Context: an optimization exercise on an open-source flow, tuned for small area and a short achievable clock period. The choices shown serve that exercise and are no tape-out recipe.
Where RTL was checked, it was by simulation tests only, not by an equivalence proof against the original.
Function not checked in runs 1 to 3 and 5: the RTL went through the layout flow alone.
Power and IR drop assume default switching activity.

--- design/flow/config.mk ---
export PLATFORM = sky130hd
export DESIGN_NAME = multiCycleDatapath
export DESIGN_NICKNAME = multiCycleDatapath
export VERILOG_FILES = /design/flow/design.v
export SDC_FILE = /design/flow/constraint.sdc
export NUM_CORES = 8
export LEC_CHECK = 0
export CAP_MARGIN = 20
export CORE_MARGIN = 2
export CORE_UTILIZATION = 60
export CTS_BUF_LIST = sky130_fd_sc_hd__clkbuf_16
export CTS_CLUSTER_DIAMETER = 60
export CTS_CLUSTER_SIZE = 30
export SLEW_MARGIN = 20
export SYNTH_MEMORY_MAX_BITS = 8192
--- design/flow/constraint.sdc ---
create_clock -name core_clock -period 17.5 [get_ports {clk}]
set_input_delay 3.5000 -clock core_clock [delete_from_list [all_inputs] [get_ports {clk}]]
set_output_delay 3.5000 -clock core_clock [all_outputs]
set_load 0.01 [all_outputs]
--- design/flow/design.v ---
module ramOneHot #(parameter W = 32, parameter D = 64)(
	input clk,
	input [D-1:0] we,
	input [W-1:0] din,
	input [D-1:0] rsel,
	output [W-1:0] dout
);
wire [W-1:0] acc [0:D];
assign acc[0] = {W{1'b0}};
genvar i;
generate
	for (i = 0; i < D; i = i + 1) begin: word
		reg [W-1:0] m;
		always @(posedge clk) if (we[i]) m <= din;
		assign acc[i+1] = acc[i] | (m & {W{rsel[i]}});
	end
endgenerate
assign dout = acc[D];
endmodule
module ramOneHot2 #(parameter W = 32, parameter D = 32)(
	input clk,
	input [D-1:0] we,
	input [W-1:0] din,
	input [D-1:0] rsel1, rsel2,
	output [W-1:0] dout1, dout2
);
wire [W-1:0] acc1 [0:D];
wire [W-1:0] acc2 [0:D];
assign acc1[0] = {W{1'b0}};
assign acc2[0] = {W{1'b0}};
genvar i;
generate
	for (i = 0; i < D; i = i + 1) begin: word
		reg [W-1:0] m;
		always @(posedge clk) if (we[i]) m <= din;
		assign acc1[i+1] = acc1[i] | (m & {W{rsel1[i]}});
		assign acc2[i+1] = acc2[i] | (m & {W{rsel2[i]}});
	end
endgenerate
assign dout1 = acc1[D];
assign dout2 = acc2[D];
endmodule
module multiCycleDatapath #(parameter N = 32)(
	input [N-1:0] program_data, addr, init_PC,
	input pmode,
	input clk, reset,
	input SysCallAddr,
	output [1:0] flags,
	output wb_en,
	output [4:0] wb_addr,
	output [N-1:0] wb_data
);
function [3:0] encode;
	input [5:0] op;
	input [5:0] fn;
	begin
		if (op == 6'b000000) begin
			case (fn)
				6'b100000: encode = 4'b1000;
				6'b100010: encode = 4'b1001;
				6'b101010: encode = 4'b1010;
				6'b100100: encode = 4'b1011;
				6'b100110: encode = 4'b1101;
				6'b100111: encode = 4'b1110;
				6'b001000, 6'b001100: encode = 4'b1111;
				default: encode = 4'b1100;
			endcase
		end else begin
			case (op)
				6'b000001, 6'b000010, 6'b000011, 6'b000100, 6'b000101,
				6'b001111: encode = 4'b1111;
				6'b100011: encode = 4'b0111;
				6'b101011: encode = 4'b0001;
				6'b001000: encode = 4'b0000;
				6'b001010: encode = 4'b0010;
				6'b001100: encode = 4'b0011;
				6'b001101: encode = 4'b0110;
				6'b001110: encode = 4'b0101;
				default: encode = 4'b0100;
			endcase
		end
	end
endfunction
function [1:0] f0;
	input [N-1:0] p;
	begin
		f0[1] = (&p[31:2]) & ~p[1] & ~p[0];
		f0[0] = ~p[31] & (&p[30:2]);
	end
endfunction
function zsum;
	input [N-1:0] a, b;
	input cin;
	begin
		zsum = &(~(a ^ b ^ {a[N-2:0] | b[N-2:0], cin}));
	end
endfunction
function [7:0] dec3;
	input [2:0] a;
	begin
		dec3 = 8'd1 << a;
	end
endfunction
wire rst = reset & ~pmode;
reg S0, S1, S2, S3, S4, S5, S6, S7, S8;
reg [N-1:0] PC;
reg [29:0]  IR;             
reg [N-1:0] Xr, Yr;         
reg [7:0]   aLo, aHi;       
reg [1:0]   flags_r;
reg         wb_en_r;
reg [4:0]   wb_addr_r;
reg [N-1:0] wb_data_r;
assign flags   = flags_r;
assign wb_en   = wb_en_r;
assign wb_addr = wb_addr_r;
assign wb_data = wb_data_r;
wire [3:0]  cls = IR[29:26];
wire [4:0]  rs  = IR[25:21];
wire [4:0]  rt  = IR[20:16];
wire [4:0]  rd  = IR[15:11];
wire [15:0] imm = IR[15:0];
wire useY  = cls[3];
wire [2:0] k = cls[2:0];
wire isBR  = (cls == 4'b1111);
wire isMem = ~cls[3] & k[0] & (k[1] == k[2]);    
wire isSW  = (cls == 4'b0001);
wire sub   = (k == 3'b010) | (useY & (k == 3'b001)) | isBR;
wire [7:0] pmLo = dec3(addr[2:0]);
wire [7:0] pmHi = dec3(addr[5:3]) & {8{pmode}};
wire [29:0] pdin = {encode(program_data[31:26], program_data[5:0]), program_data[25:0]};
wire [63:0] ime;
genvar gi;
generate
	for (gi = 0; gi < 64; gi = gi + 1) begin: imwe
		assign ime[gi] = pmHi[gi / 8] & pmLo[gi % 8];
	end
endgenerate
wire [63:0] fa_dec = 64'd1 << PC[7:2];
wire [29:0] fetch;
ramOneHot #(30, 64) IMEM(.clk(clk), .we(ime), .din(pdin),
	.rsel(fa_dec), .dout(fetch));
wire [31:0] wa_dec = 32'd1 << wb_addr_r;
wire [31:0] rs_dec = 32'd1 << rs;
wire [31:0] rt_dec = 32'd1 << rt;
wire [N-1:0] X, Y;
ramOneHot2 #(N, 31) RF(.clk(clk), .we(wa_dec[31:1] & {31{wb_en_r}}), .din(wb_data_r),
	.rsel1(rs_dec[31:1]), .rsel2(rt_dec[31:1]), .dout1(X), .dout2(Y));
wire [63:0] dsel;
generate
	for (gi = 0; gi < 64; gi = gi + 1) begin: dmsel
		assign dsel[gi] = aHi[gi / 8] & aLo[gi % 8];
	end
endgenerate
wire [N-1:0] dout;
ramOneHot #(N, 64) DMEM(.clk(clk), .we(dsel & {64{S6}}), .din(Yr),
	.rsel(dsel), .dout(dout));
wire [N-1:0] PCp4 = {PC[31:2] + 30'd1, PC[1:0]};
wire [N-1:0] bimm = {{14{fetch[15]}}, fetch[15:0], 2'b00};
wire [N-1:0] c31a = {1'b0, PCp4[30:0]} + {1'b0, bimm[30:0]};
wire zS1 = zsum(PCp4, bimm, 1'b0);
wire oS1 = (PCp4[31] == bimm[31]) & (c31a[31] ^ PCp4[31]);
wire [N-1:0] BF  = useY ? Y : {{16{imm[15]}}, imm};
wire [N-1:0] BFx = BF ^ {N{sub}};
wire [N:0]   sF  = {X, 1'b1} + {BFx, sub};
wire zE = zsum(X, BFx, sub);
wire oE = (X[31] == BFx[31]) & (sF[N] ^ X[31]);
wire [N-1:0] B   = useY ? Yr : {{16{imm[15]}}, imm};
wire [N-1:0] Bx  = B ^ {N{sub}};
wire [N:0]   sR  = {Xr, 1'b1} + {Bx, sub};
wire [N-1:0] sum = sR[N:1];
wire oR  = (Xr[31] == Bx[31]) & (sum[31] ^ Xr[31]);
wire slt = sum[31] & ~oR;
reg [N-1:0] res;
always @(*) begin
	case (k)
		3'b000, 3'b001: res = sum;
		3'b010: res = {{N-1{1'b0}}, slt};
		3'b011: res = Xr & B;
		3'b100: res = {B[15:0], 16'b0};
		3'b101: res = Xr ^ B;
		default: res = useY ? ~(Xr | B) : (Xr | B);
	endcase
end
always @(posedge clk) begin
	if (rst) begin
		{S0, S1, S2, S3, S4, S5, S6, S7, S8} <= 9'b100000000;
	end else begin
		S0 <= S4 | S5 | S6 | S8;
		S1 <= S0;
		S2 <= S1 & isMem;
		S5 <= S1 & isBR;
		S7 <= S1 & ~isMem & ~isBR;
		S3 <= S2 & ~isSW;
		S6 <= S2 & isSW;
		S4 <= S3;
		S8 <= S7;
	end
	if (rst) PC <= init_PC;
	else if (S0) PC <= PCp4;
	if (S0) IR <= fetch;
	Xr <= X;
	Yr <= Y;
	aLo <= dec3(sum[2:0]);
	aHi <= dec3(sum[5:3]);
	if (rst) flags_r <= f0(init_PC);
	else if (S0) flags_r <= {zS1, oS1};
	else if (S1) flags_r <= {zE, oE};
	else flags_r <= f0(PC);
	wb_en_r <= ~rst & (S3 | S7);
	wb_addr_r <= useY ? rd : rt;
	wb_data_r <= S3 ? dout : res;
end
endmodule
--- design/flow/flow/run.sh ---
#!/bin/bash
# Standard ORFS layout, with repair_timing aiming at a setup slack margin so
# that the optimiser works on the real critical paths (the clock period and
# the SDC are the design's, unchanged).
set -euo pipefail
bash standard.sh SETUP_SLACK_MARGIN=13 finish > standard_flow.log 2>&1
--- design/flow/standard.sh ---
#!/bin/bash
# synth_recipe.tcl (not shown) runs the flow's synth.tcl, then flattens the netlist and writes it again
# the make line also repeats each setting of config.mk as NAME=value (left out here)
make -C /OpenROAD-flow-scripts/flow DESIGN_CONFIG=/design/flow/config.mk WORK_HOME=/design/flow/orfs CLKGATE_MAP_FILE= SYNTH_SCRIPT=/design/flow/synth_recipe.tcl "${@:-finish}"
==> run notes, run 1 <==
- The flow ran to the end and the layout has no timing, DRC or antenna violations.
- Yosys Warn Count: 4
- Worst hold-check path type: flop to flop
- Number of max-capacitance violations reported: 0
- Core area: around 330000 sq um
- Post-synthesis share of cell area spent on and, or, nand and nor gates: 5.457%
- Cell row count: ~210
- Global-route wire length before repair: 1131000 um
- Clock Tree Buf Depth: 4
- The synthesized netlist devotes 13.02% of its cell area to compound gates.
- TritonCTS built the clock tree.
* Dominant cell type by area after synthesis: sky130_fd_sc_hd__edfxtp_1
- In the final layout, the share of cells above drive strength 1 is approximately 17%.
* Vias: roughly 140k
- Relative to the synthesized area, the layout overhead comes to 14.00%.
- Placed Cells incl. Taps: 16080
* Final hold vios: 0
- By area, the combinational part of the netlist is dominated by compound AO/OA/AOI/OAI gates.
- Width of the chip: between 500 and 600 um
- CP startpoint kind: flop
- Crit Path Category: flop to flop
* Top-level port count: 140
* Combined area of all synthesized cells: slightly below 200000 sq um
- Averaged over all synthesized cells, the footprint is roughly 17 sq um.
- Post-synthesis cell type count: 112
* Slew at the pin closest to its max-slew limit: 1.341 ns
- Static leakage: 73.01 nW
* Top-count cell post-synth: sky130_fd_sc_hd__edfxtp_1
* Max Clock Skew: 0.06707 ns
- Counting the buffers created by CTS gives 321.
- Pin count of the biggest net entering global routing: 71
- CTS saw 5151 sinks.
- Sequential area share after synthesis: 77.24%
- Root buf cell: sky130_fd_sc_hd__clkbuf_16
- Vias in the first global route: 127300
- Most used flip-flop cell after synthesis: sky130_fd_sc_hd__edfxtp_1
* Final Routed Wirelength: 865900 um
- Unrepaired setup endpoints after global routing: true
- WP data arrival: 6.34 ns
* Die area: ~340000 sq um
- Most numerous cell types in the synthesized netlist: 5022 x sky130_fd_sc_hd__edfxtp_1, 1690 x sky130_fd_sc_hd__a22oi_1, 539 x sky130_fd_sc_hd__clkbuf_1, 513 x sky130_fd_sc_hd__a22o_1, 498 x sky130_fd_sc_hd__a221oi_1
* Top cells by area, synth: sky130_fd_sc_hd__edfxtp_1 76%, sky130_fd_sc_hd__a22oi_1 6.4%, sky130_fd_sc_hd__a22o_1 2.3%
- After detailed routing, the number of vias per cell comes to between 8 and 9.
- At the end of the flow, the number of nets in the layout was 12670.
- Weighted congestion reported at the end of routability-driven placement: 0.9634
* CTS clk-pin slew, worst paths: 0.08 ns
- Slew Viols, Final: 0
- After filler insertion, the fill cell instance count of the layout stands at approximately 22000.
- Global Route Usage Sum: 50.99%
* Fmax: 184.5 MHz
- Measured along the y axis, the die boundary spans 579.3 um.
* Gate count of the mapped netlist: 11850
- STA classifies the critical path endpoint as a flop.
* Power per cell area: 160.2 nW/um^2
- Fraction of registers with async set or reset after synthesis: 0%
- In this run the tool buffered the top-level ports with about 110 buffer cells.
- Post-layout min period: ~5.4 ns
- Of the total synthesized cell area, the portion taken by XOR and XNOR cells is 0.9571%.
- The detail route stage leaves a number of antenna-violating nets equal to 0.
* Clock latency reported for the late side of the worst-skew pair: 1.05 ns
* Effective utilization at floorplan: roughly 60%
- Crit path max fanout: 26
- Count of flip-flops with a built-in enable after synthesis: 5022
- Smallest hold slack: 0.4506 ns
* DRC Markers: 0
- The worst path uses 30.97% of the clock period.
- Number of iterations in the first detailed-routing pass: 10
- For this run the aggregate overflow at the end of global routing stands at 0.
- Data required time at the worst endpoint: 18.42 ns
* Peak supply drop: 0.1297 mV
- Setup violations remaining at the end of the flow were counted as 0.
- Estimated wirelength of the detail-placed design: 467200 um
* Worst reg2reg path depth: 15
- FF+latch count, synth: just over 5000
- Measured against its own limit, the worst slew margin works out to 10.62%.
- Initial antenna violation count: 57
* Initial detailed-routing violation count: 31180
- Maximum level of the CTS H-tree: 5
- Of the total synthesized cell area, the portion taken by full adders, half adders and majority gates is 1.292%.
* Area taken by flip-flops and latches: 153600 sq um
- The portion of synthesized area spent on multiplexers is 0.1537%.
- Along the worst hold path, the cell count comes to 2.
- Routed length per placed instance: 50.74 um
- Post-synth top area share: 75.94%
- The multi-input combinational cells in the finished layout cover a total of 44550 sq um.
* Net count after synthesis: 12150
- For this run, the number of standard cells in the final layout without fillers is roughly 17000.
- For the final routed database, the setup TNS stands at 0 ns.
==> metal layers <==
layer,up-vias,routed length (um),part of all wire (%),track usage [%]
met5,-,500,0.058,0.8508
met3,4005,161400,19,21.44
met4,34,81680,9.4,36.48
met2,15390,356800,41,71.59
met1,68510,265500,31,63.87
li1,50460,-,-,-
==> through the flow <==
stage          cell area (sq um)  worst slack [ns]  total power (W)  utilization (%)
2_1_floorplan             199400             12.03          0.02092                -
3_3_place_gp              208000             10.59          0.02536            63.08
4_1_cts                   225100             12.31          0.03523            68.26
5_1_grt                   226300             12.09          0.03688            68.62
6_report                  226400             12.08          0.03626            68.65
3_5_place_dp              208100             10.53          0.02552            63.10
==> layout by cell type (no fill, tap or decap), types with 112 or more instances in the layout <==
master,n
sky130_fd_sc_hd__edfxtp_1,5022
sky130_fd_sc_hd__a22oi_1,1685
sky130_fd_sc_hd__buf_4,620
sky130_fd_sc_hd__a22o_1,513
sky130_fd_sc_hd__a221oi_1,491
sky130_fd_sc_hd__nand4_1,384
sky130_fd_sc_hd__nand3_1,344
sky130_fd_sc_hd__clkbuf_16,341
sky130_fd_sc_hd__nand2_1,272
sky130_fd_sc_hd__nor2_4,212
sky130_fd_sc_hd__ha_1,194
sky130_fd_sc_hd__nor2_1,186
sky130_fd_sc_hd__inv_1,184
sky130_fd_sc_hd__a21oi_1,129
sky130_fd_sc_hd__a222oi_1,117
sky130_fd_sc_hd__xor2_1,112
==> what timing repair did <==
| action | 4_1_cts | 5_1_grt |
|---|---|---|
| endpoints found under the setup margin | 2238 | 1171 |
| gates cloned | 25 | 9 |
| setup buffers | 256 | 37 |
| gates resized for setup | 804 | 129 |
| pin swaps | 98 | 39 |
| hold endpoints to repair | 0 | 0 |
| hold buffers | 0 | 0 |
==> state kept, by name, summed over array words and instances (netlist names) <==
name	flops
DMEM.word.m	2048
IMEM.word.m	1920
RF.word.m	992
PC	32
Xr	32
Yr	32
wb_data_r	32
IR	30
aHi	8
aLo	8
wb_addr_r	5
flags_r	2
S0	1
S1	1
S2	1
S3	1
S4	1
S5	1
S6	1
S7	1
S8	1
wb_en_r	1
==> path summary, 6_finish.rpt <==
path,startpoint,endpoint,slack (ns)
worst max-delay path,IR[25],flags_r[1],12.08
worst min-delay path,S8,S0,0.45
worst max register to register,IR[25],flags_r[1],12.08
worst min register to register,S8,S0,0.45
==> worst max-delay path, stage by stage, from the launching register on <==
cell                       delay (ns)
sky130_fd_sc_hd__edfxtp_1        0.57
sky130_fd_sc_hd__or3b_4          0.51
sky130_fd_sc_hd__nor2_4          0.39
sky130_fd_sc_hd__buf_4           0.79
sky130_fd_sc_hd__a22oi_1         0.31
sky130_fd_sc_hd__and4_1          0.31
sky130_fd_sc_hd__nand4_1         0.50
sky130_fd_sc_hd__inv_1           0.11
sky130_fd_sc_hd__ha_1            0.22
sky130_fd_sc_hd__xor2_1          0.26
sky130_fd_sc_hd__nand4_1         0.14
sky130_fd_sc_hd__nor4_1          0.28
sky130_fd_sc_hd__nand4_1         0.27
sky130_fd_sc_hd__o31ai_1         0.38
sky130_fd_sc_hd__a21oi_1         0.16
sky130_fd_sc_hd__o31ai_1         0.08
==> cells by family after synthesis <==
| logic type | count (synthesis) |
|---|---|
| and+or+nand+nor | 2044 |
| DFF | 5151 |
| muxes | 29 |
| buffers and inverters | 938 |
| adders and majority gates | 205 |
| AOI/OAI and AO/OA | 3262 |
| xor gates and xnor gates | 217 |
==> where the power goes <==
group | total, W | internal (W) | leakage [nW] | switching (W)
Sequential | 0.0154 | 0.0149 | 46.4 | 0.000471
Clock | 0.00888 | 0.00403 | 5.78 | 0.00484
Combinational | 0.0120 | 0.00385 | 20.9 | 0.00813
==> layout make-up <==
class,count,area share (%)
Timing Repair inverter,1,0.003316
Clock buffer,332,3.670
Clock inverter,265,1.632
Multi-Input combinational cell,5758,19.68
Timing Repair Buffer,952,4.372
Sequential cell,5151,67.85
Inverter,184,0.3156
Tap cell,4366,2.413
Antenna cell,56,0.06190
==> run 2: changes to the inputs <==
--- a/design/flow/design.v
+++ b/design/flow/design.v
@@ -107,6 +107,7 @@
 reg [29:0]  IR;             
 reg [N-1:0] Xr, Yr;         
 reg [7:0]   aLo, aHi;       
+reg [31:1]  rsSel, rtSel;   
 reg [1:0]   flags_r;
 reg         wb_en_r;
 reg [4:0]   wb_addr_r;
@@ -141,11 +142,9 @@
 ramOneHot #(30, 64) IMEM(.clk(clk), .we(ime), .din(pdin),
 	.rsel(fa_dec), .dout(fetch));
 wire [31:0] wa_dec = 32'd1 << wb_addr_r;
-wire [31:0] rs_dec = 32'd1 << rs;
-wire [31:0] rt_dec = 32'd1 << rt;
 wire [N-1:0] X, Y;
 ramOneHot2 #(N, 31) RF(.clk(clk), .we(wa_dec[31:1] & {31{wb_en_r}}), .din(wb_data_r),
-	.rsel1(rs_dec[31:1]), .rsel2(rt_dec[31:1]), .dout1(X), .dout2(Y));
+	.rsel1(rsSel), .rsel2(rtSel), .dout1(X), .dout2(Y));
 wire [63:0] dsel;
 generate
 	for (gi = 0; gi < 64; gi = gi + 1) begin: dmsel
@@ -182,6 +181,10 @@
 		default: res = useY ? ~(Xr | B) : (Xr | B);
 	endcase
 end
+wire [4:0]  nrs = S0 ? fetch[25:21] : rs;
+wire [4:0]  nrt = S0 ? fetch[20:16] : rt;
+wire [31:0] nrs_dec = 32'd1 << nrs;
+wire [31:0] nrt_dec = 32'd1 << nrt;
 always @(posedge clk) begin
 	if (rst) begin
 		{S0, S1, S2, S3, S4, S5, S6, S7, S8} <= 9'b100000000;
@@ -199,6 +202,8 @@
 	if (rst) PC <= init_PC;
 	else if (S0) PC <= PCp4;
 	if (S0) IR <= fetch;
+	rsSel <= nrs_dec[31:1];
+	rtSel <= nrt_dec[31:1];
 	Xr <= X;
 	Yr <= Y;
 	aLo <= dec3(sum[2:0]);
==> design/flow/flow/run.sh (replaced) <==
#!/bin/bash
# Standard ORFS layout, with repair_timing aiming at a setup slack margin so
# that the optimiser works on the real critical paths (the clock period and
# the SDC are the design's, unchanged).
set -euo pipefail
bash standard.sh SETUP_SLACK_MARGIN=12.5 finish > standard_flow.log 2>&1
==> run notes, run 2 <==
* Outcome: complete, no violations (unchanged)
- The cell with the biggest individual delay on the critical path is sky130_fd_sc_hd__edfxtp_1 (was sky130_fd_sc_hd__buf_4).
* Final Routed Wirelength: 845700 um (was 865900 um)
- The placeable core area was 330300 sq um (was 329700 sq um).
* Number of nets with antenna violations after detailed routing: 0 (unchanged)
* Fraction of registers with async set or reset after synthesis: 0% (unchanged)
* Yosys Warn Count: 4 (unchanged)
- Count of flip-flops with a built-in enable after synthesis: 5022 (unchanged)
- Top-level port count: 140 (unchanged)
- The layout net count was 12680 (was 12670).
* Register with the most flip-flops: DMEM.word.m (unchanged)
- The TritonCTS clock tree is yes (unchanged).
- The residual overflow from global routing is 0 (unchanged).
- Weighted congestion reported at the end of routability-driven placement: 0.9706 (was 0.9634)
- The clock buffer count from CTS came to 339 (was 321).
- The maximum number of pins on one net before global-route repair came to 70 (was 71).
- Smallest hold slack: 0.4359 ns (was 0.4506 ns)
* CTS clk-pin slew, worst paths: 0.09 ns (was 0.08 ns)
* Total area of multi-input combinational cells: 43520 sq um (was 44550 sq um)
- Setup-failing EPs final: 0 (unchanged)
- The clock latency on the worst-skew pair was 1.03 ns (was 1.05 ns).
- Area taken by flip-flops and latches: 154900 sq um (was 153600 sq um)
- The number of rows in the core area is 211 (unchanged).
- The count of maximum capacitance violations came to 0 (unchanged).
- Worst reg2reg path depth: 22 (was 15)
- Most common cell after layout, fill and taps aside: sky130_fd_sc_hd__edfxtp_1 (unchanged)
- The starting utilization of the core area came to 60.32% (was 60.22%).
* Clock Tree Buf Depth: 4 (unchanged)
- The largest vdd supply drop is 0.1963 mV (was 0.1297 mV).
* Max Clock Skew: 0.05948 ns (was 0.06707 ns)
- Count of port buffers added during placement: 112 (unchanged)
- Largest regs: DMEM.word.m x2048, IMEM.word.m x1920, RF.word.m x992 (unchanged).
- Most numerous cell types in the synthesized netlist: 5022 x sky130_fd_sc_hd__edfxtp_1, 1699 x sky130_fd_sc_hd__a22oi_1, 579 x sky130_fd_sc_hd__clkbuf_1, 546 x sky130_fd_sc_hd__a221oi_1, 538 x sky130_fd_sc_hd__a22o_1 (was 5022 x sky130_fd_sc_hd__edfxtp_1, 1690 x sky130_fd_sc_hd__a22oi_1, 539 x sky130_fd_sc_hd__clkbuf_1, 513 x sky130_fd_sc_hd__a22o_1, 498 x sky130_fd_sc_hd__a221oi_1)
* Estimated wirelength of the detail-placed design: 454900 um (was 467200 um)
- The number of sinks handled by clock tree synthesis was 5213 (was 5151).
- The synthesis-to-layout area growth is 13.69% (was 14.00%).
* Worst hold path depth: 2 (unchanged)
- Sum of negative setup slack: 0 ns (unchanged)
* Maximum level of the CTS H-tree: 5 (unchanged)
- DRC Markers: 0 (unchanged)
* Setup slack, reg-to-reg: 11.83 ns (was 12.08 ns)
* Max FFs per register: 2048 (unchanged)
* Width of the chip: 580.2 um (was 579.3 um)
- The final number of max-transition violations is 0 (unchanged).
* Origin of the critical flop-to-flop path: PC[2] (was IR[25])
* Endpoint class of the critical path: flop (unchanged)
- The cell occurring most often along the worst timing path was sky130_fd_sc_hd__buf_4 (was sky130_fd_sc_hd__nand4_1).
* Combined area of all synthesized cells: 199200 sq um (was 198600 sq um)
- The number of global-route vias before repair is 126500 (was 127300).
* Root buf cell: sky130_fd_sc_hd__clkbuf_16 (unchanged)
- The biggest fanout along the worst timing path was 14 (was 26).
* Post-layout min period: 5.666 ns (was 5.420 ns)
- The sequential area share after synthesis is 77.62% (was 77.24%).
* Most used flip-flop cell after synthesis: sky130_fd_sc_hd__edfxtp_1 (unchanged)
* Unrepaired setup endpoints after global routing: true (unchanged)
- The final worst-path cycle share came to 32.38% (was 30.97%).
- The cell accounting for the most synthesized area was sky130_fd_sc_hd__edfxtp_1 (unchanged).
* Relative slew margins: 11.25% (was 10.62%)
* CP startpoint kind: flop (unchanged)
* Post-synth top area share: 75.70% (was 75.94%)
* Slew at the pin closest to its max-slew limit: 1.321 ns (was 1.341 ns)
* DR vias/cell: 8.078 (was 8.111)
* Global Route Usage Sum: 49.40% (was 50.99%)
- Commonest cells after routing, fill and taps aside: 5022 x sky130_fd_sc_hd__edfxtp_1, 1692 x sky130_fd_sc_hd__a22oi_1, 610 x sky130_fd_sc_hd__buf_4, 537 x sky130_fd_sc_hd__a22o_1, 530 x sky130_fd_sc_hd__a221oi_1 (was 5022 x sky130_fd_sc_hd__edfxtp_1, 1685 x sky130_fd_sc_hd__a22oi_1, 620 x sky130_fd_sc_hd__buf_4, 513 x sky130_fd_sc_hd__a22o_1, 491 x sky130_fd_sc_hd__a221oi_1).
- The count of final hold-check violations is 0 (unchanged).
- Routed length per placed instance: 49.56 um (was 50.74 um)
* Data required time at the worst endpoint: 18.35 ns (was 18.42 ns)
* Post-synthesis cell type count: 84 (was 112)
* Power per cell area: 168.9 nW/um^2 (was 160.2 nW/um^2)
- Filler Cells Inserted: 21660 (was 21600)
* Fmax: 176.5 MHz (was 184.5 MHz)
- The wire length of the first global-routing pass is 1112000 um (was 1131000 um).
- Fraction of layout cells with a size suffix above 1: 16.89% (was 17.05%)
* Mean post-synth cell area: 16.81 sq um (was 16.76 sq um)
* Initial antenna violation count: 31 (was 57)
- The endpoint of the worst hold-timing path is S0 (unchanged).
- Placed Cells incl. Taps: 16140 (was 16080)
* Origin of the worst min-delay path: S8 (unchanged)
- The endpoint of the worst register-to-register path was flags_r[0] (was flags_r[1]).
* Largest stage delay on the critical path: 0.50 ns (was 0.79 ns)
* Top cells by area, synth: sky130_fd_sc_hd__edfxtp_1 76%, sky130_fd_sc_hd__a22oi_1 6.4%, sky130_fd_sc_hd__a221oi_1 2.4% (was sky130_fd_sc_hd__edfxtp_1 76%, sky130_fd_sc_hd__a22oi_1 6.4%, sky130_fd_sc_hd__a22o_1 2.3%)
* Top-count cell post-synth: sky130_fd_sc_hd__edfxtp_1 (unchanged)
- Vias: 137800 (was 138400)
* FF+latch count, synth: 5213 (was 5151)
- Non-filler cells, final: 17060 (was 17070)
- The classification of the worst setup path was flop to flop (unchanged).
* WP data arrival: 6.52 ns (was 6.34 ns)
- Initial detailed-routing violation count: 30320 (was 31180)
- Ordered cell list for the critical path: inv_2, ha_4, nand2b_4, buf_4, nor2_4, buf_4, buf_4, a22oi_1, and3_1, nand3_1, or2_4, ha_4, a2111o_1, a211oi_2, nand2_1, o22ai_4, o41a_1, o22ai_2, o31ai_2, nand4_1, mux2i_1, o311ai_1 (was or3b_4, nor2_4, buf_4, a22oi_1, and4_1, nand4_1, inv_1, ha_1, xor2_1, nand4_1, nor4_1, nand4_1, o31ai_1, a21oi_1, o31ai_1).
- Static leakage: 73.55 nW (was 73.01 nW)
- The full die area is 336600 sq um (was 335600 sq um).
- The number of nets produced by synthesis came to 12150 (about the same).
- Number of iterations in the first detailed-routing pass: 14 (was 10)
- Gate count of the mapped netlist: 11850 (about the same)
- Worst hold-check path type: flop to flop (unchanged)
- The chip height was 580.2 um (was 579.3 um).
==> run 2: changes by cell type after synthesis, sizes merged, moves of 26 or more <==
| cell | previous run | this run |
|---|---|---|
| dfxtp | 129 | 191 |
| buf | 215 | 155 |
| a221oi | 499 | 546 |
| clkbuf | 539 | 579 |
| nand4 | 386 | 351 |
| a21oi | 146 | 175 |
| nor2 | 404 | 375 |
| a221o | 48 | 20 |
| nand3 | 357 | 329 |
| mux2i | 20 | 47 |
| a222oi | 117 | 91 |
==> run 2: critical path, delay by kind of cell, from the launching register on <==
kind	cells	cell delay, ns
flops	1	0.50
compound gates	8	1.71
fa+ha+maj	2	0.48
buf+inv	4	1.14
simple gates	7	1.43
mux	1	0.20
==> run 2: timing repair <==
item,4_1_cts,5_1_grt
pin swaps,72,53
setup buffers,192,42
setup endpoints to repair,1631,519
hold buffers,0,0
gates cloned,24,2
gates resized for setup,662,141
==> run 2: cell families after synthesis <==
logic type	share of synthesized area [%]
DFF	77.62
AOI/OAI and AO/OA	13.03
and+or+nand+nor	5.003
buffers and inverters	1.836
xor gates and xnor gates	0.9233
adders and majority gates	1.288
muxes	0.3002
==> run 2: routing by layer <==
metal  up-vias  wire [um]  track usage, %
met4        24      81850           35.13
met1     68600     266900           63.02
met3      3885     144200           17.63
met2     15030     352600           70.62
li1      50300          -               -
met5         -        257          0.1843
==> run 2: worst max-delay path by stage <==
| stage | depth (start not counted) | from | endpoint |
|---|---|---|---|
| 2_1_floorplan | 3 | program_data[5] | IMEM.word[0].m[27] |
| 3_3_place_gp | 23 | PC[2] | flags_r[0] |
| 3_5_place_dp | 23 | PC[2] | flags_r[0] |
| 4_1_cts | 26 | PC[2] | flags_r[0] |
| 5_1_grt | 25 | PC[2] | flags_r[0] |
| 6_report | 22 | PC[2] | flags_r[0] |
==> run 2: report_power, final <==
part / switching [W] / internal [W] / total [W]
sequential: 0.000720 / 0.0151 / 0.0158
clock: 0.00499 / 0.00422 / 0.00921
combinational: 0.00905 / 0.00416 / 0.0132
total: 0.0148 / 0.0235 / 0.0383
==> run 2: area by class of cell <==
cell class,count,area share [%]
Timing Repair Buffer,920,4.019
Multi-Input combinational cell,5693,19.22
Inverter,209,0.3486
Antenna cell,30,0.03315
Sequential cell,5213,68.42
Tap cell,4366,2.412
Clock buffer,343,3.790
Clock inverter,290,1.766
==> run 2: through the flow <==
stage	instance area [sq um]	utilization (%)	setup WS, ns	total power [W]
after floorplan	200000	-	11.93	0.02198
after global placement	208600	63.16	10.21	0.02714
after detailed placement	208600	63.18	10.16	0.02730
after CTS	225300	68.21	11.97	0.03712
after global routing	226400	68.55	11.81	0.03882
final	226500	68.57	11.83	0.03826
==> run 3: changes to the inputs <==
--- a/design/flow/design.v
+++ b/design/flow/design.v
@@ -108,6 +108,7 @@
 reg [N-1:0] Xr, Yr;         
 reg [7:0]   aLo, aHi;       
 reg [31:1]  rsSel, rtSel;   
+reg [7:0]   pcLo, pcHi;     
 reg [1:0]   flags_r;
 reg         wb_en_r;
 reg [4:0]   wb_addr_r;
@@ -137,7 +138,12 @@
 		assign ime[gi] = pmHi[gi / 8] & pmLo[gi % 8];
 	end
 endgenerate
-wire [63:0] fa_dec = 64'd1 << PC[7:2];
+wire [63:0] fa_dec;
+generate
+	for (gi = 0; gi < 64; gi = gi + 1) begin: fasel
+		assign fa_dec[gi] = pcHi[gi / 8] & pcLo[gi % 8];
+	end
+endgenerate
 wire [29:0] fetch;
 ramOneHot #(30, 64) IMEM(.clk(clk), .we(ime), .din(pdin),
 	.rsel(fa_dec), .dout(fetch));
@@ -201,6 +207,13 @@
 	end
 	if (rst) PC <= init_PC;
 	else if (S0) PC <= PCp4;
+	if (rst) begin
+		pcLo <= dec3(init_PC[4:2]);
+		pcHi <= dec3(init_PC[7:5]);
+	end else if (S0) begin
+		pcLo <= {pcLo[6:0], pcLo[7]};
+		if (pcLo[7]) pcHi <= {pcHi[6:0], pcHi[7]};
+	end
 	if (S0) IR <= fetch;
 	rsSel <= nrs_dec[31:1];
 	rtSel <= nrt_dec[31:1];
==> design/flow/flow/run.sh (replaced) <==
#!/bin/bash
# Standard ORFS layout, with repair_timing aiming at a setup slack margin so
# that the optimiser works on the real critical paths (the clock period and
# the SDC are the design's, unchanged).
set -euo pipefail
bash standard.sh SETUP_SLACK_MARGIN=13 finish > standard_flow.log 2>&1
==> run notes, run 3 <==
- Outcome: complete, no violations (unchanged).
* DRC Markers: 0 (unchanged)
* Top-count cell post-synth: sky130_fd_sc_hd__edfxtp_1 (unchanged)
- The clock latency on the worst-skew pair came to 1.05 ns (was 1.03 ns).
* Max Clock Skew: 0.06855 ns (was 0.05948 ns)
- The number of sinks handled by clock tree synthesis came to 5229 (was 5213).
- Post-synthesis share of cell area spent on and, or, nand and nor gates: 4.643% (was 5.003%)
* Register with the most flip-flops: DMEM.word.m (unchanged)
- The total I/O pin count is 140 (unchanged).
- The first-pass detailed-route iteration total came to 10 (was 14).
* Adder-cell share of the synthesized area: 1.259% (was 1.288%)
- The count of final hold-check violations is 0 (unchanged).
- Post-layout min period: 5.262 ns (was 5.666 ns)
* Most common cell after layout, fill and taps aside: sky130_fd_sc_hd__edfxtp_1 (unchanged)
* Yosys Warn Count: 4 (unchanged)
- Xor/xnor cell area share of the yosys netlist: 0.9037% (was 0.9233%)
- The maximum clock path buffer count is 4 (unchanged).
- The port buffer count is 112 (unchanged).
- The residual overflow from global routing is 0 (unchanged).
- The total power is 0.02722 W (was 0.03826 W).
* Combined area of all synthesized cells: 199700 sq um (was 199200 sq um)
* Peak supply drop: 0.1094 mV (was 0.1963 mV)
- Width of the chip: 580.9 um (was 580.2 um)
- The clock-pin slew reported for the worst setup and hold paths after clock tree synthesis is 0.09 ns (about the same).
- Unrepaired setup endpoints after global routing: true (unchanged)
* Filler Cells Inserted: 21510 (was 21660)
- Fmax: 190.1 MHz (was 176.5 MHz)
* Die area: 337400 sq um (was 336600 sq um)
* Most numerous cell types in the synthesized netlist: 5038 x sky130_fd_sc_hd__edfxtp_1, 1540 x sky130_fd_sc_hd__a22oi_1, 672 x sky130_fd_sc_hd__a22o_1, 609 x sky130_fd_sc_hd__a221oi_1, 574 x sky130_fd_sc_hd__clkbuf_1 (was 5022 x sky130_fd_sc_hd__edfxtp_1, 1699 x sky130_fd_sc_hd__a22oi_1, 579 x sky130_fd_sc_hd__clkbuf_1, 546 x sky130_fd_sc_hd__a221oi_1, 538 x sky130_fd_sc_hd__a22o_1)
* Worst reg2reg path depth: 12 (was 22)
- The initial DRC count is 33020 (was 30320).
- The count of distinct cell types in the synthesized netlist came to 80 (was 84).
- The number of antenna violations at the first check in global routing is 56 (was 31).
- The synthesized area per cell came to 16.85 sq um (was 16.81 sq um).
* Worst hold-check path type: flop to flop (unchanged)
- Number of buffers inserted during clock tree synthesis: 331 (was 339)
- Cell row count: 211 (unchanged)
- Number of max-capacitance violations reported: 0 (unchanged)
- Weighted congestion reported at the end of routability-driven placement: 0.9522 (was 0.9706)
- Endpoint class of the critical path: flop (unchanged)
* Endpoint with the worst hold slack: S0 (unchanged)
- The endpoint of the worst register-to-register path is flags_r[1] (was flags_r[0]).
- The starting utilization of the core area is 60.36% (was 60.32%).
- Relative area change from synthesis to final layout: 14.28% (was 13.69%)
* Worst hold path depth: 2 (unchanged)
- Slew at the pin closest to its max-slew limit: 1.287 ns (was 1.321 ns)
- Root buf cell: sky130_fd_sc_hd__clkbuf_16 (unchanged)
- The hold path startpoint is S5 (was S8).
* Net count after synthesis: 12150 (about the same)
* Core area: 330800 sq um (was 330300 sq um)
- Maximum level of the CTS H-tree: 5 (unchanged)
- The vias after detailed routing is 142200 (was 137800).
- Dominant cell type by area after synthesis: sky130_fd_sc_hd__edfxtp_1 (unchanged)
* Sum of negative setup slack: 0 ns (unchanged)
- The chip height came to 580.9 um (was 580.2 um).
- Final cycle utilization of the critical path: 30.07% (was 32.38%)
- Largest regs: DMEM.word.m x2048, IMEM.word.m x1920, RF.word.m x992 (unchanged).
* Total Nets Final: 12740 (was 12680)
* Fraction of registers with async set or reset after synthesis: 0% (unchanged)
* Count of flip-flops with a built-in enable after synthesis: 5038 (was 5022)
* Origin of the critical flop-to-flop path: rsSel[17] (was PC[2])
- The synthesized instance count was 11850 (about the same).
* Routed length per placed instance: 52.50 um (was 49.56 um)
- The fraction of final layout cells with drive strength greater than 1 came to 17.38% (was 16.89%).
- The wire length of the first global-routing pass is 1169000 um (was 1112000 um).
- The endpoint arrival time on the critical path is 6.21 ns (was 6.52 ns).
- Global Route Usage Sum: 52.41% (was 49.40%)
- DR vias/cell: 8.289 (was 8.078)
* Post-synthesis mux area share: 0.1072% (was 0.3002%)
- TritonCTS clock tree: yes (unchanged)
* Post-synth top area share: 75.77% (was 75.70%)
- The number of global-route vias before repair came to 129200 (was 126500).
- Sequential area share after synthesis: 77.69% (was 77.62%)
- The classification of the worst setup path was flop to flop (unchanged).
- Top cells by area, synth: sky130_fd_sc_hd__edfxtp_1 76%, sky130_fd_sc_hd__a22oi_1 5.8%, sky130_fd_sc_hd__a22o_1 2.9% (was sky130_fd_sc_hd__edfxtp_1 76%, sky130_fd_sc_hd__a22oi_1 6.4%, sky130_fd_sc_hd__a221oi_1 2.4%).
- Final Routed Wirelength: 900500 um (was 845700 um)
* Slew Viols, Final: 0 (unchanged)
* Setup-failing EPs final: 0 (unchanged)
* Compound-cell area share of the yosys netlist: 13.57% (was 13.03%)
- The power per standard cell area was 119.3 nW/um^2 (was 168.9 nW/um^2).
- The flip-flop and latch count after synthesis is 5229 (was 5213).
- Static leakage: 73.84 nW (was 73.55 nW)
* Dominant combinational cell family by area after synthesis: compound AO/OA/AOI/OAI gates (unchanged)
- Commonest cells after routing, fill and taps aside: 5038 x sky130_fd_sc_hd__edfxtp_1, 1534 x sky130_fd_sc_hd__a22oi_1, 672 x sky130_fd_sc_hd__a22o_1, 635 x sky130_fd_sc_hd__buf_4, 587 x sky130_fd_sc_hd__a221oi_1 (was 5022 x sky130_fd_sc_hd__edfxtp_1, 1692 x sky130_fd_sc_hd__a22oi_1, 610 x sky130_fd_sc_hd__buf_4, 537 x sky130_fd_sc_hd__a22o_1, 530 x sky130_fd_sc_hd__a221oi_1).
- The reg-to-reg setup timing slack is 12.24 ns (was 11.83 ns).
- CP startpoint kind: flop (unchanged)
- The estimated wirelength of the detail-placed design was 469600 um (was 454900 um).
* Pin count of the biggest net entering global routing: 70 (unchanged)
* Relative slew margins: 14.19% (was 11.25%)
- Crit path max fanout: 25 (was 14)
- The flip-flop count of the largest register, all copies and words added came to 2048 (unchanged).
- The post-route antenna net violation count came to 0 (unchanged).
* Data required time at the worst endpoint: 18.44 ns (was 18.35 ns)
* Most used flip-flop cell after synthesis: sky130_fd_sc_hd__edfxtp_1 (unchanged)
[run 3: cell count changes after synthesis, sizes merged, moves of 35 or more]
cell and change:
a221oi +63, a222oi +47, a22o +134, a22oi -158, and2 +35, mux2i -38
nand2 -66, nand3 +35, nand4 -41, nor2 +43
[run 3: worst max-delay path: stages (launching register included)]
cell	delay [ns]
sky130_fd_sc_hd__dfxtp_2	0.68
sky130_fd_sc_hd__buf_4	0.76
sky130_fd_sc_hd__a22oi_1	0.24
sky130_fd_sc_hd__nand4_1	0.16
sky130_fd_sc_hd__nor3_1	0.06
sky130_fd_sc_hd__nand2_1	0.41
sky130_fd_sc_hd__ha_4	0.31
sky130_fd_sc_hd__xor2_4	0.27
sky130_fd_sc_hd__nand4_1	0.20
sky130_fd_sc_hd__nor4_4	0.37
sky130_fd_sc_hd__nand4_1	0.51
sky130_fd_sc_hd__o31ai_4	0.83
sky130_fd_sc_hd__a221o_1	0.27
[run 3: per-stage QoR]
step           setup WS, ns  hold slack [ns]  area (sq um)  std cells  utilization, %
3_5_place_dp          10.47           0.4195        208800      16110           63.12
3_3_place_gp          10.57           0.4128        208800      16110           63.11
4_1_cts               12.25           0.4442        226800      17030           68.56
2_1_floorplan         12.07           0.3953        200400      11850               -
5_1_grt               12.29           0.4804        228000      17100           68.94
6_report              12.24           0.4372        228200      17150           68.98
[run 3: logic make-up (layout without fill, tap and decap cells)]
| family | Yosys count | count (layout) |
|---|---|---|
| AOI/OAI and AO/OA | 3423 | 3423 |
| xor gates and xnor gates | 206 | 206 |
| adders and majority gates | 201 | 201 |
| buffers and inverters | 958 | 1836 |
| DFF | 5229 | 5229 |
| muxes | 20 | 20 |
| other | 0 | 61 |
| and+or+nand+nor | 1809 | 1810 |
[run 3: report_power, final]
group          internal (W)  total (W)  switching (W)
Combinational       0.00121    0.00403        0.00282
Sequential           0.0140     0.0142       0.000169
Clock               0.00408    0.00901        0.00493
Total                0.0193     0.0272        0.00792
[run 3: timing repair]
item                       4_1_cts  5_1_grt
hold buffers                     0        0
pin swaps                      110       43
gates cloned                    33        5
setup endpoints to repair     2288      883
gates resized for setup        884      137
buffers inserted               268       56
[run 3: worst max-delay path by stage]
stage / startpoint / end / cells past startpoint
after floorplan: program_data[29] / IMEM.word[0].m[29] / 2
after global placement: addr[4] / IMEM.word[63].m[14] / 4
after detailed placement: addr[4] / IMEM.word[63].m[14] / 4
after CTS: flags_r[1] / flags[1] / 1
after global routing: pcHi[7] / flags_r[0] / 19
final: rsSel[17] / flags_r[1] / 12
[run 3: cell type report]
class                           count  area, sq um  share of cell area, %
Antenna cell                       61        152.6                0.06690
Clock buffer                      336         8408                  3.685
Clock inverter                    282         3710                  1.626
Inverter                          225        879.6                 0.3855
Multi-Input combinational cell   5660        43470                  19.05
Sequential cell                  5229       155500                  68.13
Tap cell                         4366         5463                  2.394
Timing Repair Buffer              991        10620                  4.652
Timing Repair inverter              2        15.01               0.006580
[run 3: metal layers]
metal | global-route usage (%) | share of wire, % | vias to the layer above
met3 | 20.90 | 18 | 4678
met2 | 71.77 | 40 | 17030
li1 | - | - | 50590
met5 | 0.3260 | 0.046 | -
met1 | 65.68 | 30 | 69840
met4 | 43.20 | 11 | 38
==> run 4: changes to the inputs <==
--- a/design/flow/design.v
+++ b/design/flow/design.v
@@ -1,3 +1,29 @@
+module ksCarry #(parameter W = 32)(
+	input [W-1:0] a, b,
+	input cin,
+	output cout
+);
+localparam L = $clog2(W + 1);
+wire [W:0] g [0:L];
+wire [W:0] p [0:L];
+assign g[0] = {a & b, cin};
+assign p[0] = {a | b, 1'b0};
+genvar l, i;
+generate
+	for (l = 0; l < L; l = l + 1) begin: lv
+		for (i = 0; i <= W; i = i + 1) begin: bt
+			if (i >= (1 << l)) begin: m
+				assign g[l+1][i] = g[l][i] | (p[l][i] & g[l][i - (1 << l)]);
+				assign p[l+1][i] = p[l][i] & p[l][i - (1 << l)];
+			end else begin: k
+				assign g[l+1][i] = g[l][i];
+				assign p[l+1][i] = p[l][i];
+			end
+		end
+	end
+endgenerate
+assign cout = g[L][W];
+endmodule
 module ramOneHot #(parameter W = 32, parameter D = 64)(
 	input clk,
 	input [D-1:0] we,
@@ -162,14 +188,17 @@
 	.rsel(dsel), .dout(dout));
 wire [N-1:0] PCp4 = {PC[31:2] + 30'd1, PC[1:0]};
 wire [N-1:0] bimm = {{14{fetch[15]}}, fetch[15:0], 2'b00};
-wire [N-1:0] c31a = {1'b0, PCp4[30:0]} + {1'b0, bimm[30:0]};
 wire zS1 = zsum(PCp4, bimm, 1'b0);
-wire oS1 = (PCp4[31] == bimm[31]) & (c31a[31] ^ PCp4[31]);
+wire c18a;
+ksCarry #(16) C18A(.a(PCp4[17:2]), .b(fetch[15:0]), .cin(1'b0), .cout(c18a));
+wire c31a = fetch[15] ? (c18a | (|PCp4[30:18])) : (c18a & (&PCp4[30:18]));
+wire oS1 = (PCp4[31] == fetch[15]) & (c31a ^ PCp4[31]);
 wire [N-1:0] BF  = useY ? Y : {{16{imm[15]}}, imm};
 wire [N-1:0] BFx = BF ^ {N{sub}};
-wire [N:0]   sF  = {X, 1'b1} + {BFx, sub};
+wire c31e;
+ksCarry #(31) C31E(.a(X[30:0]), .b(BFx[30:0]), .cin(sub), .cout(c31e));
 wire zE = zsum(X, BFx, sub);
-wire oE = (X[31] == BFx[31]) & (sF[N] ^ X[31]);
+wire oE = (X[31] == BFx[31]) & (c31e ^ X[31]);
 wire [N-1:0] B   = useY ? Yr : {{16{imm[15]}}, imm};
 wire [N-1:0] Bx  = B ^ {N{sub}};
 wire [N:0]   sR  = {Xr, 1'b1} + {Bx, sub};
==> design/flow/flow/run.sh (replaced) <==
#!/bin/bash
set -euo pipefail
bash standard.sh place > standard_place.log 2>&1
bash standard.sh SETUP_SLACK_MARGIN=13 finish > standard_finish.log 2>&1
==> run notes, run 4 <==
- Most numerous cell types in the synthesized netlist: 5038 x sky130_fd_sc_hd__edfxtp_1, 1446 x sky130_fd_sc_hd__a22oi_1, 742 x sky130_fd_sc_hd__a22o_1, 656 x sky130_fd_sc_hd__a221oi_1, 547 x sky130_fd_sc_hd__clkbuf_1 (was 5038 x sky130_fd_sc_hd__edfxtp_1, 1540 x sky130_fd_sc_hd__a22oi_1, 672 x sky130_fd_sc_hd__a22o_1, 609 x sky130_fd_sc_hd__a221oi_1, 574 x sky130_fd_sc_hd__clkbuf_1).
- The upper clock frequency limit came to 194.7 MHz (was 190.1 MHz).
* DRC Markers: 0 (unchanged)
- Mean post-synth cell area: 16.89 sq um (was 16.85 sq um)
- The number of sinks handled by clock tree synthesis is 5229 (unchanged).
- The maximum number of pins on one net before global-route repair came to 71 (was 70).
- Largest regs: DMEM.word.m x2048, IMEM.word.m x1920, RF.word.m x992 (unchanged)
* Vias in the first global route: 129000 (was 129200)
* Post-layout min period: 5.136 ns (was 5.262 ns)
- Count of flip-flops with a built-in enable after synthesis: 5038 (unchanged)
- Total Nets Final: 12740 (unchanged)
- FF+latch count, synth: 5229 (unchanged)
* Combined area of all synthesized cells: 200000 sq um (was 199700 sq um)
- Fraction of registers with async set or reset after synthesis: 0% (unchanged)
* Die area: 338000 sq um (was 337400 sq um)
- The count of H-tree levels built during CTS is 5 (unchanged).
* Commonest cells after routing, fill and taps aside: 5038 x sky130_fd_sc_hd__edfxtp_1, 1441 x sky130_fd_sc_hd__a22oi_1, 739 x sky130_fd_sc_hd__a22o_1, 618 x sky130_fd_sc_hd__a221oi_1, 601 x sky130_fd_sc_hd__buf_4 (was 5038 x sky130_fd_sc_hd__edfxtp_1, 1534 x sky130_fd_sc_hd__a22oi_1, 672 x sky130_fd_sc_hd__a22o_1, 635 x sky130_fd_sc_hd__buf_4, 587 x sky130_fd_sc_hd__a221oi_1)
- Effective utilization at floorplan: 60.13% (was 60.36%)
* Routed length per placed instance: 52.22 um (was 52.50 um)
- Number of max-capacitance violations reported: 0 (unchanged)
- The final number of max-transition violations came to 0 (unchanged).
* Global Route Usage Sum: 52.03% (was 52.41%)
- The endpoint of the worst register-to-register path is flags_r[1] (unchanged).
- The number of instances on the worst hold path is 2 (unchanged).
- WP data arrival: 1.64 ns (was 6.21 ns)
- Relative area change from synthesis to final layout: 14.79% (was 14.28%)
- The quantity of hold-fixing buffers added after cts is 0 (unchanged).
* CP startpoint kind: flop (unchanged)
- Peak supply drop: 0.1129 mV (was 0.1094 mV)
- The worst slew margin relative to its limit was 16.40% (was 14.19%).
* Setup-failing EPs final: 0 (unchanged)
* Clock latency reported for the late side of the worst-skew pair: 1.04 ns (was 1.05 ns)
- The power per standard cell area came to 120.2 nW/um^2 (was 119.3 nW/um^2).
- The per-cell via count in the routed design was 8.239 (was 8.289).
* Initial detailed-routing violation count: 31990 (was 33020)
* Unrepaired setup endpoints after global routing: true (unchanged)
- The sequential area share after synthesis was 77.55% (was 77.69%).
- The total I/O pin count is 140 (unchanged).
- The instance count after placement with tap cells included was 16130 (was 16110).
- Number of iterations in the first detailed-routing pass: 13 (was 10)
- GRT overflow: 0 (unchanged)
- Core area: 332600 sq um (was 330800 sq um)
* Final Routed Wirelength: 897300 um (was 900500 um)
- Count of port buffers added during placement: 112 (unchanged)
* Dominant cell type by area after synthesis: sky130_fd_sc_hd__edfxtp_1 (unchanged)
* Worst hold-check path type: flop to flop (unchanged)
* Post-synthesis cell type count: 83 (was 80)
- Number of nets with antenna violations after detailed routing: 0 (unchanged)
- Net count after synthesis: 12150 (about the same)
* Static leakage: 74.64 nW (was 73.84 nW)
- The most frequent standard cell in the layout excluding fill and tap cells is sky130_fd_sc_hd__edfxtp_1 (unchanged).
* Final hold vios: 0 (unchanged)
- TritonCTS clock tree: yes (unchanged)
- Fraction of layout cells with a size suffix above 1: 17.85% (was 17.38%)
* Chip Height: 581.4 um (was 580.9 um)
* Non-filler cells, final: 17180 (was 17150)
- Global-route wire length before repair: 1164000 um (was 1169000 um)
- The slew at the pin with the worst max-slew slack was 1.254 ns (was 1.287 ns).
- Cell row count: 212 (was 211)
- The register with the most flip-flops is DMEM.word.m (unchanged).
* Most used flip-flop cell after synthesis: sky130_fd_sc_hd__edfxtp_1 (unchanged)
- Crit Path Category: flop to output pin (was flop to flop)
- The most used standard cell by instance count after synthesis is sky130_fd_sc_hd__edfxtp_1 (unchanged).
- Origin of the critical flop-to-flop path: rsSel[12] (was rsSel[17])
- Vias: 141600 (was 142200)
- Initial antenna violation count: 60 (was 56)
- The endpoint required time on the critical path is 14.00 ns (was 18.44 ns).
* Number of buffers inserted during clock tree synthesis: 355 (was 331)
- Top cells by area, synth: sky130_fd_sc_hd__edfxtp_1 76%, sky130_fd_sc_hd__a22oi_1 5.4%, sky130_fd_sc_hd__a22o_1 3.2% (was sky130_fd_sc_hd__edfxtp_1 76%, sky130_fd_sc_hd__a22oi_1 5.8%, sky130_fd_sc_hd__a22o_1 2.9%).
* Crit path max fanout: 2 (was 25)
- Weighted congestion reported at the end of routability-driven placement: 0.9507 (was 0.9522)
* Gate count of the mapped netlist: 11840 (was 11850)
* Post-synth top area share: 75.64% (was 75.77%)
- Estimated wirelength of the detail-placed design: 461700 um (was 469600 um)
* Endpoint class of the critical path: output pin (was flop)
- Final cycle utilization of the critical path: 29.35% (was 30.07%)
* Setup slack, reg-to-reg: 12.52 ns (was 12.24 ns)
* Origin of the worst min-delay path: S8 (was S5)
* Sum of negative setup slack: 0 ns (unchanged)
* Max Clock Skew: 0.06852 ns (was 0.06855 ns)
- The width of the die is 581.4 um (was 580.9 um).
- The cell depth of the worst flop-to-flop path was 14 (was 12).
* Outcome: complete, no violations (unchanged)
- Yosys Warn Count: 6 (was 4)
- Max FFs per register: 2048 (unchanged)
- Clock Tree Buf Depth: 4 (unchanged)
* Endpoint with the worst hold slack: S0 (unchanged)
* CTS clk-pin slew, worst paths: 0.09 ns (about the same)
* Root buf cell: sky130_fd_sc_hd__clkbuf_16 (unchanged)
## run 4: cell count changes after synthesis, sizes merged, moves of 12 or more
cell,change
inv,+20
nor2,-37
o211ai,+13
a22o,+70
a221oi,+47
a22oi,-94
clkbuf,-27
buf,+38
and2,+32
nor3,-12
nand2,-25
## run 4: area by class of cell
type	instances	area, sq um
repair buffers	980	10850
clock inverters	304	4035
well taps	4387	5489
inverters	243	925.9
multi-input cells	5627	43620
flip-flops and latches	5229	155500
clock buffers	362	9059
diodes	52	130.1
fillers	21660	103000
## run 4: kinds of logic (layout without fill, tap and decap cells)
family          after synthesis  after routing  synth area share [%]
fa+ha+maj                   204            204                 1.276
xor+xnor                    211            211                0.9239
flops                      5229           5229                 77.55
mux                          17             17               0.09383
buf+inv                     987           1889                 1.921
simple gates               1773           1775                 4.628
compound gates             3420           3420                 13.61
other cells                   0             52                     0
## run 4: repair_timing
action	CTS	global route
pin swaps	131	106
endpoints found under the setup margin	2323	1349
gates resized for setup	938	168
setup buffers	219	69
cloned	40	10
## run 4: per-layer routing
layer	wire, um	up-vias	global-route usage, %	share of wire [%]
met5	534	-	0.5953	0.060
met4	96340	42	41.51	11
met3	160800	4461	19.12	18
met2	365500	16490	72.46	41
met1	274100	69950	65.80	31
li1	-	50650	-	-
## run 4: worst max-delay path by stage
| stage | from | endpoint | slack (ns) | cells past startpoint |
|---|---|---|---|---|
| after CTS | wb_data_r[19] | wb_data[19] | 12.34 | 2 |
| final | wb_data_r[19] | wb_data[19] | 12.36 | 2 |
| after detailed placement | pmode | IMEM.word[40].m[6] | 10.51 | 5 |
| after floorplan | program_data[29] | IMEM.word[0].m[29] | 6.76 | 3 |
| after global placement | pmode | IMEM.word[40].m[6] | 10.58 | 5 |
| after global routing | wb_data_r[31] | wb_data[31] | 12.37 | 2 |
## run 4: worst max-delay path, stage by stage, from the launching register on
cell and delay, ns:
sky130_fd_sc_hd__dfxtp_4 0.37, sky130_fd_sc_hd__buf_12 0.13, sky130_fd_sc_hd__buf_8 0.12
## run 4: per-stage QoR
step	util, %	power (W)	cell area (sq um)	hold slack (ns)	worst slack (ns)
3_3_place_gp	62.77	0.01780	208800	0.4120	10.58
2_1_floorplan	-	0.01603	200000	0.3960	6.759
3_5_place_dp	62.78	0.01784	208800	0.4210	10.51
5_1_grt	68.99	0.02793	229500	0.4637	12.37
4_1_cts	68.48	0.02725	227800	0.4462	12.34
6_report	69.02	0.02760	229600	0.4422	12.36
## run 4: report_power, final
part | switching [W] | internal (W) | leakage [nW]
logic | 0.00274 | 0.00117 | 21.4
clock network | 0.00513 | 0.00433 | 6.36
registers | 0.000216 | 0.0140 | 46.9
total | 0.00809 | 0.0195 | 74.6
==> run 5: changes to the inputs <==
--- a/design/flow/design.v
+++ b/design/flow/design.v
@@ -139,6 +139,9 @@
 reg         wb_en_r;
 reg [4:0]   wb_addr_r;
 reg [N-1:0] wb_data_r;
+reg         rfw_en;
+reg [4:0]   rfw_addr;
+reg [N-1:0] rfw_data;
 assign flags   = flags_r;
 assign wb_en   = wb_en_r;
 assign wb_addr = wb_addr_r;
@@ -173,9 +176,9 @@
 wire [29:0] fetch;
 ramOneHot #(30, 64) IMEM(.clk(clk), .we(ime), .din(pdin),
 	.rsel(fa_dec), .dout(fetch));
-wire [31:0] wa_dec = 32'd1 << wb_addr_r;
+wire [31:0] wa_dec = 32'd1 << rfw_addr;
 wire [N-1:0] X, Y;
-ramOneHot2 #(N, 31) RF(.clk(clk), .we(wa_dec[31:1] & {31{wb_en_r}}), .din(wb_data_r),
+ramOneHot2 #(N, 31) RF(.clk(clk), .we(wa_dec[31:1] & {31{rfw_en}}), .din(rfw_data),
 	.rsel1(rsSel), .rsel2(rtSel), .dout1(X), .dout2(Y));
 wire [63:0] dsel;
 generate
@@ -257,5 +260,8 @@
 	wb_en_r <= ~rst & (S3 | S7);
 	wb_addr_r <= useY ? rd : rt;
 	wb_data_r <= S3 ? dout : res;
+	rfw_en   <= wb_en_r;
+	rfw_addr <= wb_addr_r;
+	rfw_data <= wb_data_r;
 end
 endmodule
==> run notes, run 5 <==
- Max Clock Skew: 0.07509 ns (was 0.06852 ns)
* Xor/xnor cell area share of the yosys netlist: 0.9457% (was 0.9239%)
* Comb pwr share: 13.2% (was 14.2%)
- Clock latency reported for the late side of the worst-skew pair: 1.05 ns (was 1.04 ns)
* Peak supply drop: 0.1177 mV (was 0.1129 mV)
- Number of buffers inserted during clock tree synthesis: 353 (was 355)
- Proportion of power drawn by the clock network: 34.1% (was 34.3%)
- Fraction of registers with async set or reset after synthesis: 0% (unchanged)
- Outcome: complete, no violations (unchanged).
- The synthesized instance count is 11920 (was 11840).
- Dominant cell type by area after synthesis: sky130_fd_sc_hd__edfxtp_1 (unchanged)
* Post-synthesis mux area share: 0.08359% (was 0.09383%)
* Most numerous cell types in the synthesized netlist: 5038 x sky130_fd_sc_hd__edfxtp_1, 1551 x sky130_fd_sc_hd__a22oi_1, 654 x sky130_fd_sc_hd__a22o_1, 619 x sky130_fd_sc_hd__a221oi_1, 562 x sky130_fd_sc_hd__clkbuf_1 (was 5038 x sky130_fd_sc_hd__edfxtp_1, 1446 x sky130_fd_sc_hd__a22oi_1, 742 x sky130_fd_sc_hd__a22o_1, 656 x sky130_fd_sc_hd__a221oi_1, 547 x sky130_fd_sc_hd__clkbuf_1)
- Sequential group share of total power: 52.7% (was 51.5%)
* Mean post-synth cell area: 16.83 sq um (was 16.89 sq um)
- Initial detailed-routing violation count: 32700 (was 31990)
- The remaining design rule violation count is 0 (unchanged).
* Number of max-capacitance violations reported: 0 (unchanged)
- Post-route met1 wirelength: 281400 um (was 274100 um)
- Yosys Warn Count: 6 (unchanged)
* Max FFs per register: 2048 (unchanged)
- The number of antenna violations at the first check in global routing is 79 (was 60).
* Top cells by area, synth: sky130_fd_sc_hd__edfxtp_1 75%, sky130_fd_sc_hd__a22oi_1 5.8%, sky130_fd_sc_hd__a22o_1 2.9% (was sky130_fd_sc_hd__edfxtp_1 76%, sky130_fd_sc_hd__a22oi_1 5.4%, sky130_fd_sc_hd__a22o_1 3.2%)
* Worst hold-check path type: flop to flop (unchanged)
* Top-level port count: 140 (unchanged)
* Count of flip-flops with a built-in enable after synthesis: 5038 (unchanged)
* Top-count cell post-synth: sky130_fd_sc_hd__edfxtp_1 (unchanged)
- Adder-cell share of the synthesized area: 1.273% (was 1.276%)
- The total routing usage reported by global routing is 51.76% (was 52.03%).
- The wire length per cell after detailed routing was 51.99 um (was 52.22 um).
- The placeable core area came to 333200 sq um (was 332600 sq um).
* CP startpoint kind: flop (unchanged)
- Pin count of the biggest net entering global routing: 70 (was 71)
* Compound-cell area share of the yosys netlist: 13.44% (was 13.61%)
- Cell type of the slowest stage on the worst timing path: sky130_fd_sc_hd__dfxtp_4 (unchanged)
- Final hold vios: 0 (unchanged)
* Count of port buffers added during placement: 112 (unchanged)
- The endpoint required time on the critical path came to 14.00 ns (about the same).
- Largest regs: DMEM.word.m x2048, IMEM.word.m x1920, RF.word.m x992 (unchanged)
- Largest stage delay on the critical path: 0.52 ns (was 0.37 ns)
* Worst hold path depth: 0 (was 2)
- Clock net sink count: 5267 (was 5229)
* Slew Viols, Final: 0 (unchanged)
* Clock Tree Buf Depth: 4 (unchanged)
- The chip height was 582.2 um (was 581.4 um).
* WP data arrival: 1.69 ns (was 1.64 ns)
- Root buf cell: sky130_fd_sc_hd__clkbuf_16 (unchanged)
- The family with the most delay on the worst path was flip-flops (unchanged).
- Net count after synthesis: 12220 (was 12150)
- Most used flip-flop cell after synthesis: sky130_fd_sc_hd__edfxtp_1 (unchanged)
- Highest routed metal layer: met5 (unchanged)
- DR vias/cell: 8.258 (was 8.239)
* Estimated wirelength of the detail-placed design: 476600 um (was 461700 um)
- Final cycle utilization of the critical path: 29.65% (was 29.35%)
- The total non-filler cell area in the finished layout came to 228600 sq um (was 229600 sq um).
- Number of nets with antenna violations after detailed routing: 0 (unchanged)
- The wire length of the first global-routing pass is 1159000 um (was 1164000 um).
* Worst reg2reg path depth: 20 (was 14)
- Total area of multi-input combinational cells: 43440 sq um (was 43620 sq um)
- Relative slew margins: 12.77% (was 16.40%)
* Setup slack, reg-to-reg: 12.84 ns (was 12.52 ns)
- The starting utilization of the core area was 60.20% (was 60.13%).
- Commonest cells after routing, fill and taps aside: 5038 x sky130_fd_sc_hd__edfxtp_1, 1549 x sky130_fd_sc_hd__a22oi_1, 654 x sky130_fd_sc_hd__a22o_1, 594 x sky130_fd_sc_hd__a221oi_1, 556 x sky130_fd_sc_hd__buf_4 (was 5038 x sky130_fd_sc_hd__edfxtp_1, 1441 x sky130_fd_sc_hd__a22oi_1, 739 x sky130_fd_sc_hd__a22o_1, 618 x sky130_fd_sc_hd__a221oi_1, 601 x sky130_fd_sc_hd__buf_4)
* Total Nets Final: 12720 (was 12740)
- Area taken by flip-flops and latches: 156200 sq um (was 155500 sq um)
- Sequential area share after synthesis: 77.71% (was 77.55%)
- GRT overflow: 0 (unchanged)
* Tot Pwr: 0.02765 W (was 0.02760 W)
* Relative area change from synthesis to final layout: 13.98% (was 14.79%)
* Final Routed Wirelength: 893200 um (was 897300 um)
- Sum of negative setup slack: 0 ns (unchanged)
* Proportion of total power due to net switching: 29.39% (was 29.31%)
- Crit Path Category: flop to output pin (unchanged)
- Cell row count: 212 (unchanged)
* Met2 layer wire length in the routed design: 354400 um (was 365500 um)
- Unrepaired setup endpoints after global routing: true (unchanged).
- The clock-pin slew reported for the worst setup and hold paths after clock tree synthesis was 0.09 ns (about the same).
- Weighted congestion reported at the end of routability-driven placement: 0.9524 (was 0.9507)
* Net switching power of the design: 0.008128 W (was 0.008090 W)
* Combined area of all synthesized cells: 200600 sq um (was 200000 sq um)
* Most common cell after layout, fill and taps aside: sky130_fd_sc_hd__edfxtp_1 (unchanged)
* Vias: 141900 (was 141600)
* Number of iterations in the first detailed-routing pass: 10 (was 13)
- The quantity of hold-fixing buffers added after cts came to 0 (unchanged).
- The post-detailed-placement cell area came to 209300 sq um (was 208800 sq um).
- The critical path endpoint category was an output pin (unchanged).
* Setup-failing EPs final: 0 (unchanged)
- Crit path max fanout: 4 (was 2)
- The count of distinct cell types in the synthesized netlist is 80 (was 83).
* Detailed route wirelength on metal3: 179300 um (was 160800 um)
- The number of buffers and inverters on the critical path is 1 (was 2).
* Die area: 338900 sq um (was 338000 sq um)
- Fraction of layout cells with a size suffix above 1: 16.82% (was 17.85%)
- Register with the most flip-flops: DMEM.word.m (unchanged)
- Slew at the pin closest to its max-slew limit: 1.307 ns (was 1.254 ns)
- Static leakage: 73.92 nW (was 74.64 nW)
- Post-synthesis share of cell area spent on and, or, nand and nor gates: 4.696% (was 4.628%)
- The TritonCTS clock tree is yes (unchanged).
* Filler Cells Inserted: 21680 (was 21660)
- The design internal power came to 0.01952 W (was 0.01951 W).
* Fmax: 192.7 MHz (was 194.7 MHz)
- The combinational family with the most area after synthesis was compound AO/OA/AOI/OAI gates (unchanged).
* Maximum level of the CTS H-tree: 5 (unchanged)
- Ordered cell list for the critical path: buf_6 (was buf_12, buf_8)
- Power per cell area: 120.9 nW/um^2 (was 120.2 nW/um^2)
- The flip-flop and latch count after synthesis was 5267 (was 5229).
- Width of the chip: 582.2 um (was 581.4 um)
- Critical path depth in cells: 1 (was 2)
* Post-synth top area share: 75.42% (was 75.64%)
- The minimum clock period is 5.190 ns (was 5.136 ns).
- The number of global-route vias before repair is 127300 (was 129000).
## run 5: changes by cell type after synthesis, sizes merged, moves of 28 or more
cell,delta
a221oi,-35
a22o,-88
a22oi,+104
dfxtp,+38
nor2,+58
xnor2,-28
xor2,+31
## run 5: path summary, 6_finish.rpt
check / startpoint / to
worst min register to register: wb_data_r[25] / rfw_data[25]
worst max register to register: pcHi[3] / flags_r[0]
worst max-delay path: wb_data_r[12] / wb_data[12]
worst min-delay path: wb_data_r[25] / rfw_data[25]
## run 5: cell type report
type                       instances  share of cell area (%)
sequential                      5267                   68.34
multi-input combinational       5684                   19.00
timing repair buffer             884                   4.105
clock buffer                     358                   3.918
tap                             4387                   2.401
clock inverter                   303                   1.767
inverter                         229                  0.3918
antenna                           69                 0.07552
## run 5: stage by stage
step	setup WS, ns	util, %	cells	hold WS (ns)
after floorplan	6.759	-	11920	0.3817
after global placement	10.61	62.82	16180	0.3615
after detailed placement	10.59	62.84	16190	0.3650
after CTS	12.34	68.09	17050	0.4125
after global routing	12.35	68.59	17130	0.4214
final	12.31	68.62	17180	0.3962
## run 5: cells by family after synthesis
kind of cell	count (synthesis)
adder cells (fa/ha/maj)	204
buffers and inverters	970
flip-flops	5267
multiplexers	15
AO/OA/AOI/OAI	3414
AND/OR/NAND/NOR	1835
XOR/XNOR	215
## run 5: metal layers
metal  track usage, %  up-vias
met2            69.99    16740
met5           0.6662        -
li1                 -    50630
met1            67.28    70200
met3            24.57     4240
met4            32.38       68
## run 5: power by group through the flow
stage / registers (W) / clock network [W] / logic (W)
after floorplan: 0.0147 / 0 / 0.00153
after global routing: 0.0146 / 0.00975 / 0.00364
after detailed placement: 0.0149 / 0 / 0.00310
final: 0.0146 / 0.00943 / 0.00364
after global placement: 0.0149 / 0 / 0.00308
after CTS: 0.0146 / 0.00934 / 0.00332
## run 5: what timing repair did
item,in CTS,in global routing
setup buffers,180,59
pin swaps,92,63
gates cloned,19,7
resized for setup,815,207
setup endpoints to repair,2401,1720

static timing again, ports no longer ideal:
The results above use ideal ports. As a check the final layouts listed here were re-extracted and re-timed, cells and wires unchanged. Step 1 (the two cells are an assumption about what drives the block):
set clk [get_ports {clk}]
set_driving_cell -lib_cell sky130_fd_sc_hd__clkbuf_16 $clk
set_driving_cell -lib_cell sky130_fd_sc_hd__buf_2 [delete_from_list [all_inputs] $clk]
Step 2 adds t to the input delays and takes it off the output delays; t is the mean of the earliest and latest rising clock arrival at the registers after step 1. Input paths then give back, and output paths get back, about the clock's delay inside the block. a / b / c = ideal ports / drivers / drivers and shift; a / b = the first two.
run	t, ns	setup WS [ns]	worst register clock-pin slew, ns
run 1	1.121	12.080 / 12.080 / 11.825	0.11 / 0.11
run 2	1.120	11.834 / 11.834 / 11.332	0.11 / 0.11
run 3	1.141	12.238 / 12.134 / 11.590	0.11 / 0.11
run 4	1.137	12.364 / 12.233 / 11.914	0.11 / 0.11
run 5	1.120	12.310 / 12.198 / 11.875	0.11 / 0.11
After both steps setup and hold are still met in every run listed. The setup slack of run 3, which loses most, moves by -0.104 ns with the drivers and by -0.648 ns with both steps.
